This design comes from an exercise in tuning for small area and a short achievable clock period on the open sky130 flow, not from production work.
Where RTL was checked, it was by simulation tests only, not by an equivalence proof against the original.
Power is estimated from default activity; no workload was simulated.

== before ==
==> flow/design.v (excerpt) <==
module proc ( 
   halt, imem_addr, dmem_addr, dmem_wdata, dmem_rd, dmem_wr,
   clk, rst, imem_data, dmem_rdata
   );
For scale: about 1900 cells after synthesis, roughly 380 flip-flops, ~85 I/O pins.
make LEC_CHECK=0 CAP_MARGIN=60 CORE_MARGIN=2 CORE_UTILIZATION=60 SETUP_SLACK_MARGIN=5 SLEW_MARGIN=60 finish   # period 11.0 ns
run.sh (not shown) runs the stock make flow with config.mk's settings and CLKGATE_MAP_FILE= SYNTH_SCRIPT=/design/flow/synth_recipe.tcl, a recipe that flattens the netlist after the stock synthesis.
For after, these inputs were changed with respect to before:
-- flow/design.v --
<<< before, line 107
   wire [1:0]  shty  = k_sht;
   wire        right = shty[1];
   wire [15:0] a_pre = right ? {a[14:0], a[15]} : a;
   wire [3:0]  amt   = cnt ^ {4{right}};
   wire [31:0] dbl   = {a_pre, a_pre} << amt;
   wire [15:0] rot   = dbl[31:16];
   wire [15:0] ones  = 16'hffff;
>>> after, line 107
   wire [1:0]  shty  = k_sht;
   wire        right = shty[1];
   wire [3:0]  amt   = right ? (4'd0 - cnt) : cnt;
   wire [31:0] dbl   = {a, a} << amt;
   wire [15:0] rot   = dbl[31:16];
   wire [15:0] ones  = 16'hffff;
<<< before, line 137
   wire isH0     = hz_jal | hz_wb0 | ld_stall;      
   wire isH1     = hz_jal | ld_stall;               
   wire flush    = muxsel | isH0;
   wire bubble_chk = flush | (iop == 5'b00001);
>>> after, line 136
   wire isH0     = hz_jal | hz_wb0 | ld_stall;      
   wire isH1     = hz_jal | ld_stall;               
   wire isHazard = muxsel ? isH1 : isH0;
   wire flush    = muxsel | isH0;
   wire bubble_chk = flush | (iop == 5'b00001);
### Flow results
Diff before -> after: power now smaller, total length of routed met2 wires went down 2.3%, wire length of the first global-routing pass saw a decrease, sequential fraction of total cell area moved up, total die area decreased by about 1.3% relative to the old numbers. before → after: final weighted congestion of routability-driven global placement grew by 0.042, number of combinational gates with multiple inputs shrank by 48, minimum hold slack shrank by 0.0037 ns. Number of cells in the design after placement: lower on after. Compared with before, after shows overall via count from detail_route lower by 3.7%. Row post-route non-filler standard cell count: after lower / before higher. after gives less fraction of the cycle the final worst path needs than before did.
The RTL of before was laid out without a check of its function.

---

v6:
proc, a different RTL version from the one above (not shown whole).
For scale: about 1900 cells after synthesis, roughly 380 flip-flops, roughly 85 I/O pins, about 0.020 mm2 of cells after synthesis.
Design proc, start of the top module:
module proc ( 
   halt, imem_addr, dmem_addr, dmem_wdata, dmem_rd, dmem_wr,
   clk, rst, imem_data, dmem_rdata
   );
export LEC_CHECK = 0
export CAP_MARGIN = 60
export CORE_MARGIN = 2
export CORE_UTILIZATION = 60
export CTS_BUF_LIST = sky130_fd_sc_hd__clkbuf_8
export SLEW_MARGIN = 60
create_clock -name core_clock -period 11.0 [get_ports {clk}]
standard.sh (not shown) runs the stock make flow with config.mk's settings and CLKGATE_MAP_FILE= SYNTH_SCRIPT=/design/flow/synth_recipe.tcl, a recipe that flattens the netlist after the stock synthesis.
==> flow/flow/run.sh <==
#!/bin/bash
# The standard layout (the standard.sh: standard synthesis, floorplan,
# placement, CTS, routing) with two changes to how the layout is made:
#  - timing repair aims for a larger setup slack at the design's clock period
#    (the SDC and its clock are unchanged);
#  - every input and output port still gets a buffer, but a plain buf_2
#    instead of the delay cell buffer_ports picks by default.
set -euo pipefail
export SETUP_SLACK_MARGIN=7.5
export BUFFER_PORTS_ARGS="-buffer_cell sky130_fd_sc_hd__buf_2"
bash standard.sh > standard_flow.log 2>&1
Inputs modified between v6 and v7:
-- flow/design.v --
<<< v6, line 183
   wire        sel_m1   = ex_pcsrc | (fA_d0 & pcsrc_u0);
   wire [15:0] pc_nb0x  = isH0 ? if_pc2 : (sel_m1 ? ifpc_in0 : pcp2);
   wire [15:0] pc_br    = isH1 ? if_pc2 : target;
   wire [15:0] pc_oth   = ex_jump ? sum[15:0] : (ex_pcimm ? target : (muxsel ? pc_br : pc_nb0x));
   wire        pc_hold  = fF0r & ~isH0 & sel_m1 & ~muxsel;
   wire [15:0] pc_d     = (imem_halt & pc_hold) ? pc : pc_oth;
   wire        redirect = ex_jump | ex_pcimm | muxsel;
   wire [15:0] if_pc2_d = ex_jump ? pc :
>>> v7, line 183
   wire        sel_m1   = ex_pcsrc | (fA_d0 & pcsrc_u0);
   wire [15:0] pc_nb0x  = isH0 ? if_pc2 : (sel_m1 ? ifpc_in0 : pcp2);
   wire [15:0] pc_nb0   = (imem_halt & fF0r & ~isH0 & sel_m1) ? pc : pc_nb0x;
   wire [15:0] pc_br    = isH1 ? if_pc2 : target;
   wire [15:0] pc_d     = ex_jump ? sum[15:0] : (ex_pcimm ? target : (muxsel ? pc_br : pc_nb0));
   wire        redirect = ex_jump | ex_pcimm | muxsel;
   wire [15:0] if_pc2_d = ex_jump ? pc :
[summary]
Changes observed in v7 relative to v6: initial antenna violation count down 2, combinational cell fraction of total power down 0.5 points, post-synthesis compound-gate area fraction down 1.3 points, share of power burned in registers down 0.5 points, post-route minimum period up 0.0044 ns.
Fraction of final layout cells with drive strength greater than 1, v6 and v7, higher one = v6.
Final area, v6 and v7: larger value in v6
v7 vs v6: final cell count down in v7
A most common cell after layout, fill and taps aside of sky130_fd_sc_hd__dfxtp_1 is what v6 shows, while sky130_fd_sc_hd__nand2_1 belongs to v7.
The power number comes out lower for v6 vs v7.

static timing again, ports no longer ideal:
In the flow no input, the clock included, has a driving cell. The finished layouts below were timed again as built, in two steps. Step 1: set_driving_cell puts a clkbuf_16 on clk and a buf_2 on each other input, an assumption about the parent block. Step 2, shift: input delay + t, output delay - t, t = (earliest + latest rising clock arrival at the registers) / 2. This alone moves slack from input paths to output paths. Slacks: ideal ports / drivers / drivers and shift; pairs: ideal ports / drivers.
run	t, ns	slack for setup (ns)	worst setup path at the end	worst data-port slew with drivers (ns)
before	0.616	6.332 / 6.363 / 5.747	input to register	0.04
after	0.585	6.776 / 6.776 / 6.530	input to register	0.04
v6	0.638	7.519 / 7.468 / 7.180	input to register	0.04
v7	0.710	7.514 / 7.466 / 6.828	input to register	0.04
After both steps setup and hold are still met in every run listed. For v7, which loses most, drivers alone change the setup slack by -0.048 ns; drivers and shift together by -0.686 ns.
